This is an optimization exercise on Yosys and OpenROAD, whose aim is small area, a short achievable clock period and few clock cycles, not a production implementation. Only the layout flow was run in this run; the RTL was not checked for function there. No activity file was given, so power comes from the tool's default toggle rates.

File: config.mk
export PLATFORM = sky130hd
export DESIGN_NAME = adder
export DESIGN_NICKNAME = adder
export VERILOG_FILES = /design/flow/design.v
export SDC_FILE = /design/flow/constraint.sdc
export NUM_CORES = 4
export LEC_CHECK = 0
export CAP_MARGIN = 20
export CORE_MARGIN = 2
export CORE_UTILIZATION = 40
export SLEW_MARGIN = 20
File: constraint.sdc
create_clock -name core_clock -period 4.0 [get_ports {clk}]
set_input_delay 0.8000 -clock core_clock [delete_from_list [all_inputs] [get_ports {clk}]]
set_output_delay 0.8000 -clock core_clock [all_outputs]
set_load 0.01 [all_outputs]
File: design.v
module adder(
    input clk,
    input reset,
    input [31:0] a,
    input [31:0] b,
    input available,
    input [4:0] exception_f,
    output [31:0] sum,
    output done
    );
    wire [7:0] ae = a[30:23];
    wire [7:0] be = b[30:23];
    wire swap = be > ae;
    wire [7:0] d = swap ? be - ae : ae - be;
    wire [22:0] mb = swap ? a[22:0] : b[22:0];
    wire big = (|d[7:5]) | (d[4] & d[3]) | (d[4] & d[2] & d[1] & d[0]);
    wire [23:0] sh = big ? 24'd0 : ({1'b1, mb} >> d[4:0]);
    reg swap_r;
    reg [23:0] sh_r;
    always @(posedge clk) begin
       swap_r <= swap;
       sh_r <= sh;
    end
    wire [22:0] ma = swap_r ? b[22:0] : a[22:0];
    wire [7:0] ea = swap_r ? be : ae;
    wire z = sh_r[23];
    wire [22:0] p = ma ^ sh_r[22:0];
    wire [22:0] g = ma & sh_r[22:0];
    wire cg0 = g[1] | (p[1] & g[0]);
    wire cg1 = g[2] | (p[2] & g[1]);
    wire cp1 = p[2] & p[1];
    wire cg2 = g[3] | (p[3] & g[2]);
    wire cp2 = p[3] & p[2];
    wire cg3 = g[4] | (p[4] & g[3]);
    wire cp3 = p[4] & p[3];
    wire cg4 = g[5] | (p[5] & g[4]);
    wire cp4 = p[5] & p[4];
    wire cg5 = g[6] | (p[6] & g[5]);
    wire cp5 = p[6] & p[5];
    wire cg6 = g[7] | (p[7] & g[6]);
    wire cp6 = p[7] & p[6];
    wire cg7 = g[8] | (p[8] & g[7]);
    wire cp7 = p[8] & p[7];
    wire cg8 = g[9] | (p[9] & g[8]);
    wire cp8 = p[9] & p[8];
    wire cg9 = g[10] | (p[10] & g[9]);
    wire cp9 = p[10] & p[9];
    wire cg10 = g[11] | (p[11] & g[10]);
    wire cp10 = p[11] & p[10];
    wire cg11 = g[12] | (p[12] & g[11]);
    wire cp11 = p[12] & p[11];
    wire cg12 = g[13] | (p[13] & g[12]);
    wire cp12 = p[13] & p[12];
    wire cg13 = g[14] | (p[14] & g[13]);
    wire cp13 = p[14] & p[13];
    wire cg14 = g[15] | (p[15] & g[14]);
    wire cp14 = p[15] & p[14];
    wire cg15 = g[16] | (p[16] & g[15]);
    wire cp15 = p[16] & p[15];
    wire cg16 = g[17] | (p[17] & g[16]);
    wire cp16 = p[17] & p[16];
    wire cg17 = g[18] | (p[18] & g[17]);
    wire cp17 = p[18] & p[17];
    wire cg18 = g[19] | (p[19] & g[18]);
    wire cp18 = p[19] & p[18];
    wire cg19 = g[20] | (p[20] & g[19]);
    wire cp19 = p[20] & p[19];
    wire cg20 = g[21] | (p[21] & g[20]);
    wire cp20 = p[21] & p[20];
    wire cg21 = g[22] | (p[22] & g[21]);
    wire cp21 = p[22] & p[21];
    wire cg22 = cg1 | (cp1 & g[0]);
    wire cg23 = cg2 | (cp2 & cg0);
    wire cg24 = cg3 | (cp3 & cg1);
    wire cp24 = cp3 & cp1;
    wire cg25 = cg4 | (cp4 & cg2);
    wire cp25 = cp4 & cp2;
    wire cg26 = cg5 | (cp5 & cg3);
    wire cp26 = cp5 & cp3;
    wire cg27 = cg6 | (cp6 & cg4);
    wire cp27 = cp6 & cp4;
    wire cg28 = cg7 | (cp7 & cg5);
    wire cp28 = cp7 & cp5;
    wire cg29 = cg8 | (cp8 & cg6);
    wire cp29 = cp8 & cp6;
    wire cg30 = cg9 | (cp9 & cg7);
    wire cp30 = cp9 & cp7;
    wire cg31 = cg10 | (cp10 & cg8);
    wire cp31 = cp10 & cp8;
    wire cg32 = cg11 | (cp11 & cg9);
    wire cp32 = cp11 & cp9;
    wire cg33 = cg12 | (cp12 & cg10);
    wire cp33 = cp12 & cp10;
    wire cg34 = cg13 | (cp13 & cg11);
    wire cp34 = cp13 & cp11;
    wire cg35 = cg14 | (cp14 & cg12);
    wire cp35 = cp14 & cp12;
    wire cg36 = cg15 | (cp15 & cg13);
    wire cp36 = cp15 & cp13;
    wire cg37 = cg16 | (cp16 & cg14);
    wire cp37 = cp16 & cp14;
    wire cg38 = cg17 | (cp17 & cg15);
    wire cp38 = cp17 & cp15;
    wire cg39 = cg18 | (cp18 & cg16);
    wire cp39 = cp18 & cp16;
    wire cg40 = cg19 | (cp19 & cg17);
    wire cp40 = cp19 & cp17;
    wire cg41 = cg20 | (cp20 & cg18);
    wire cp41 = cp20 & cp18;
    wire cg42 = cg21 | (cp21 & cg19);
    wire cp42 = cp21 & cp19;
    wire cg43 = cg24 | (cp24 & g[0]);
    wire cg44 = cg25 | (cp25 & cg0);
    wire cg45 = cg26 | (cp26 & cg22);
    wire cg46 = cg27 | (cp27 & cg23);
    wire cg47 = cg28 | (cp28 & cg24);
    wire cp47 = cp28 & cp24;
    wire cg48 = cg29 | (cp29 & cg25);
    wire cp48 = cp29 & cp25;
    wire cg49 = cg30 | (cp30 & cg26);
    wire cp49 = cp30 & cp26;
    wire cg50 = cg31 | (cp31 & cg27);
    wire cp50 = cp31 & cp27;
    wire cg51 = cg32 | (cp32 & cg28);
    wire cp51 = cp32 & cp28;
    wire cg52 = cg33 | (cp33 & cg29);
    wire cp52 = cp33 & cp29;
    wire cg53 = cg34 | (cp34 & cg30);
    wire cp53 = cp34 & cp30;
    wire cg54 = cg35 | (cp35 & cg31);
    wire cp54 = cp35 & cp31;
    wire cg55 = cg36 | (cp36 & cg32);
    wire cp55 = cp36 & cp32;
    wire cg56 = cg37 | (cp37 & cg33);
    wire cp56 = cp37 & cp33;
    wire cg57 = cg38 | (cp38 & cg34);
    wire cp57 = cp38 & cp34;
    wire cg58 = cg39 | (cp39 & cg35);
    wire cp58 = cp39 & cp35;
    wire cg59 = cg40 | (cp40 & cg36);
    wire cp59 = cp40 & cp36;
    wire cg60 = cg41 | (cp41 & cg37);
    wire cp60 = cp41 & cp37;
    wire cg61 = cg42 | (cp42 & cg38);
    wire cp61 = cp42 & cp38;
    wire cg62 = cg47 | (cp47 & g[0]);
    wire cg63 = cg48 | (cp48 & cg0);
    wire cg64 = cg49 | (cp49 & cg22);
    wire cg65 = cg50 | (cp50 & cg23);
    wire cg66 = cg51 | (cp51 & cg43);
    wire cg67 = cg52 | (cp52 & cg44);
    wire cg68 = cg53 | (cp53 & cg45);
    wire cg69 = cg54 | (cp54 & cg46);
    wire cg70 = cg55 | (cp55 & cg47);
    wire cp70 = cp55 & cp47;
    wire cg71 = cg56 | (cp56 & cg48);
    wire cp71 = cp56 & cp48;
    wire cg72 = cg57 | (cp57 & cg49);
    wire cp72 = cp57 & cp49;
    wire cg73 = cg58 | (cp58 & cg50);
    wire cp73 = cp58 & cp50;
    wire cg74 = cg59 | (cp59 & cg51);
    wire cp74 = cp59 & cp51;
    wire cg75 = cg60 | (cp60 & cg52);
    wire cp75 = cp60 & cp52;
    wire cg76 = cg61 | (cp61 & cg53);
    wire cp76 = cp61 & cp53;
    wire cg77 = cg70 | (cp70 & g[0]);
    wire cg78 = cg71 | (cp71 & cg0);
    wire cg79 = cg72 | (cp72 & cg22);
    wire cg80 = cg73 | (cp73 & cg23);
    wire cg81 = cg74 | (cp74 & cg43);
    wire cg82 = cg75 | (cp75 & cg44);
    wire cg83 = cg76 | (cp76 & cg45);
    wire [23:0] t;
    assign t[0] = p[0];
    assign t[1] = p[1] ^ g[0];
    assign t[2] = p[2] ^ cg0;
    assign t[3] = p[3] ^ cg22;
    assign t[4] = p[4] ^ cg23;
    assign t[5] = p[5] ^ cg43;
    assign t[6] = p[6] ^ cg44;
    assign t[7] = p[7] ^ cg45;
    assign t[8] = p[8] ^ cg46;
    assign t[9] = p[9] ^ cg62;
    assign t[10] = p[10] ^ cg63;
    assign t[11] = p[11] ^ cg64;
    assign t[12] = p[12] ^ cg65;
    assign t[13] = p[13] ^ cg66;
    assign t[14] = p[14] ^ cg67;
    assign t[15] = p[15] ^ cg68;
    assign t[16] = p[16] ^ cg69;
    assign t[17] = p[17] ^ cg77;
    assign t[18] = p[18] ^ cg78;
    assign t[19] = p[19] ^ cg79;
    assign t[20] = p[20] ^ cg80;
    assign t[21] = p[21] ^ cg81;
    assign t[22] = p[22] ^ cg82;
    assign t[23] = cg83;
    wire c = t[23];
    wire norm = z | c;
    assign sum = norm ? {a[31], ea + 8'd1, z & c, t[22:1]} : {a[31], ea, t[22:0]};
    reg done_reg;
    always @(posedge clk or posedge reset) begin
       if (reset) done_reg <= 1'b0;
       else done_reg <= available;
    end
    assign done = done_reg;
endmodule
File: flow/run.sh
#!/bin/bash
# Standard layout, with the I/O port buffers made from a plain buffer cell
# instead of the delay cell the resizer picks by default.
export BUFFER_PORTS_ARGS="-buffer_cell sky130_fd_sc_hd__buf_1"
bash standard.sh > standard.log 2>&1
File: standard.sh
#!/bin/bash
# synth_recipe.tcl (not shown) runs the flow's synth.tcl, then flattens the netlist and writes it again
# the make line also repeats each setting of config.mk as NAME=value (left out here)
make -C /OpenROAD-flow-scripts/flow DESIGN_CONFIG=/design/flow/config.mk WORK_HOME=/design/flow/orfs CLKGATE_MAP_FILE= SYNTH_SCRIPT=/design/flow/synth_recipe.tcl "${@:-finish}"
==> run notes <==
## metal layers
| metal | up-vias | part of all wire (%) |
|---|---|---|
| met5 | - | 0 |
| met4 | 0 | 1.2 |
| met3 | 11 | 5.1 |
| met2 | 138 | 48 |
| met1 | 2224 | 46 |
| li1 | 2196 | - |
## layout make-up
class / instances / area [um2]
Fill cell: 1011 / 4850
Inverter: 26 / 97.6
Sequential cell: 26 / 527
Timing Repair Buffer: 173 / 1130
Clock buffer: 3 / 75.1
Clock inverter: 1 / 30.0
Multi-Input combinational cell: 433 / 4050
Tap cell: 140 / 175
## per-stage QoR
step | hold WS (ps) | total power [W] | setup TNS [ps]
floorplan | 529 | 0.00120 | -412
global placement | 606 | 0.00153 | -9820
detailed placement | 610 | 0.00155 | -10680
CTS | 333 | 0.00191 | -6990
global route | 356 | 0.00215 | -9670
finish | 335 | 0.00200 | -6470
## kinds of logic (layout without fill, tap and decap cells)
kind of cell / after synthesis / count (layout) / synth area share [%]
buf+inv: 51 / 203 / 5.55
compound gates: 110 / 110 / 17.3
flops: 26 / 26 / 11.6
xor+xnor: 35 / 35 / 6.93
simple gates: 134 / 134 / 13.9
fa+ha+maj: 42 / 42 / 12.1
mux: 112 / 112 / 32.6
## Yosys cell counts (6+ instances only)
master    instances
inv_1            26
buf_4             6
dfxtp_1          25
a21o_1           14
mux4_2           22
xor2_1           11
nand3_1          13
mux2_2           43
clkbuf_1          8
nor2_1           37
a21oi_1          36
ha_1             39
nand2_1          42
xnor2_1          23
mux2i_1          44
buf_2             6
nor2b_1           8
nor3_1            9
o21ai_0          13
## power breakdown
part / internal (W) / leakage (nW) / switching, W
registers: 0.000279 / 0.214 / 0.0000143
logic: 0.000679 / 2.47 / 0.000740
clock network: 0.000199 / 0.0511 / 0.0000910
total: 0.00116 / 2.73 / 0.000845
## what timing repair did
| item | in CTS | in global routing |
|---|---|---|
| buffers inserted | 12 | 3 |
| pin swaps | 11 | 7 |
| gates cloned | 1 | 2 |
| gates resized for setup | 56 | 56 |
| endpoints found under the setup margin | 31 | 31 |
## path summary, 6_finish.rpt
check,to,slack (ps),cells past startpoint
min in group core_clock,done_reg,660,1
max in group asynchronous,done_reg,3580,2
hold / removal,done_reg,340,2
setup / recovery,sum[20],-300,14
==> summary.txt <==
Setup path
  • CP Capture Type: output port
  • Crit path DAT: 3500 ps
  • CP delay by family, top: compound AO/OA/AOI/OAI gates
  • CP Max Fanout: 2
  • Worst setup path startpoint: a[1]
  • Critical path buffers and inverters: 3
  • CP Cell Sequence: buf_6 -> mux2_4 -> buf_4 -> fa_2 -> a21o_1 -> nand4_1 -> a21oi_2 -> o22a_1 -> a41o_1 -> a21oi_2 -> a21oi_1 -> xor2_1 -> mux2_2 -> clkbuf_2
  • Required @ worst endpoint: 3200 ps
  • Setup CP Type: in2out
  • Cell mode on critical path: a21oi_2
  • Startpoint types: input pin
  • Slowest CP cell: fa_2
  • Max incr delay on CP: 360 ps

Floorplan
  • Die Area: 12200 um2
  • CORE AREA: 10900 um2
  • Row count: 38
  • I/O pin count: 105
  • Die W: 110 um
  • Initial core utilization: 41.4%
  • Die Ht: 110 um

Yosys
  • Cell taking the most area after synthesis: dfxtp_1
  • Sequential-to-total area share from yosys stat: 11.6%
  • EDFF count, synth: 0
  • Post-synth cell types: 60
  • Ys flop type: dfxtp_1
  • Cells after Synth: 510
  • Synth warn: 1
  • Synthesized Nets: 624
  • Mapped Avg Cell Area: 8.89 um2
  • Top cells by area, synth: dfxtp_1, mux4_2, ha_1
  • FF+latch count, synth: 26
  • Share of the synthesized area in the top cell type: 11.0%
  • Asr flop ratio synth: 3.85%
  • Cell Area, Synth: 4530 um2

Drt
  • DRT Wirelength: 13.9 mm
  • Via-per-instance ratio: 5.70
  • Initial drt markers: 332
  • Detail Route Antenna Nets: 0
  • Pre-antenna DRT Iters: 8
  • DR WL/cell: 17.3 um
  • DR DRC count: 0
  • Vias: 4569

Cells and area
  • Area delta synth->final: 34.3%
  • Commonest non-fill, non-tap cells in the layout: buf_1, buf_4, mux2i_1
  • Diodes inserted: 0
  • Ratio of cells with drive above 1 in the final layout: 34.3%
  • Final Net Count: 777
  • Final Cell Area: 6090 um2
  • Most common cell after layout, fill and taps aside: buf_1
  • Final Non-Filler Cells: 802
  • Largest register FFs: 24
  • Layout Utilization: 55.7%

Min path
  • HP Class: in2async

Global route
  • Initial antenna violation count: 0
  • Largest net degree at the start of global routing: 31
  • Global Route met3 Usage: 2.47%
  • Gr busiest metal: met2
  • Total global-route track usage: 21.6%
  • Grt met1 use: 29.4%
  • Vias in the first global route: 4483
  • First-pass GRT wire length: 22.2 mm
  • GR Util met2: 37.7%
  • Grt ovf: 0

Run status
  • Outcome: complete, but fails checks
  • SO Viols: negative setup slack

Pwr
  • Pwr Density: 329 nW/um2
  • Max VDD drop: 0.270 mV
  • Leakage: 2.73 nW

Place
  • Dpl cells: 781
  • Final GP Congestion: 0.902
  • DP Area: 5420 um2
  • Pre-CTS setup slack: -506 ps
  • HPWL Detailed: 10.2 mm
  • Port Buffers: 96

CTS
  • CTS buffer count: 3
  • Root Driver: clkbuf_16
  • CTS tree: yes
  • H-Tree Depth: 1
  • Hold Buf Count CTS: 0
  • Clock buffer depth: 2
  • Clk sink count: 26
  • Clk pin slew, worst setup/hold paths: 60 ps

STA
  • Crit share post-route: 108%
  • Fmax: 232 MHz
  • Final hold vios: 0
  • RSZ-0062 raised after global routing: true
  • Worst-Margin Slew: 832 ps
  • Final setup viols: 31
  • Max-slew headroom: 44.2%
  • Max Transition Viols Final: 0
  • Worst setup margin: -303 ps
  • Fin crit period: 4300 ps

Run
  • Maximum capacitance violations: 0

-- port drivers added, routing unchanged --
No port has a modelled driver above. Below, the same layout with a new extraction and two added sets of constraints. Step 1 sets driving cells, clkbuf_16 on the clock port and buf_2 on the other inputs (assumed; they add their load-dependent delay and slew). Step 2 also shifts input and output timing later by t, the mid clock arrival at the registers, as if the neighbouring blocks saw the same clock. Three values: ideal ports, drivers, drivers and shift; two values: the first two.
t, ns: 0.299
setup slack, ns: -0.303 / -0.334 / -0.334
worst hold slack (ns): 0.335 / 0.319 / 0.618
For this run, drivers alone change the setup slack by -0.031 ns; drivers and shift together by -0.031 ns.
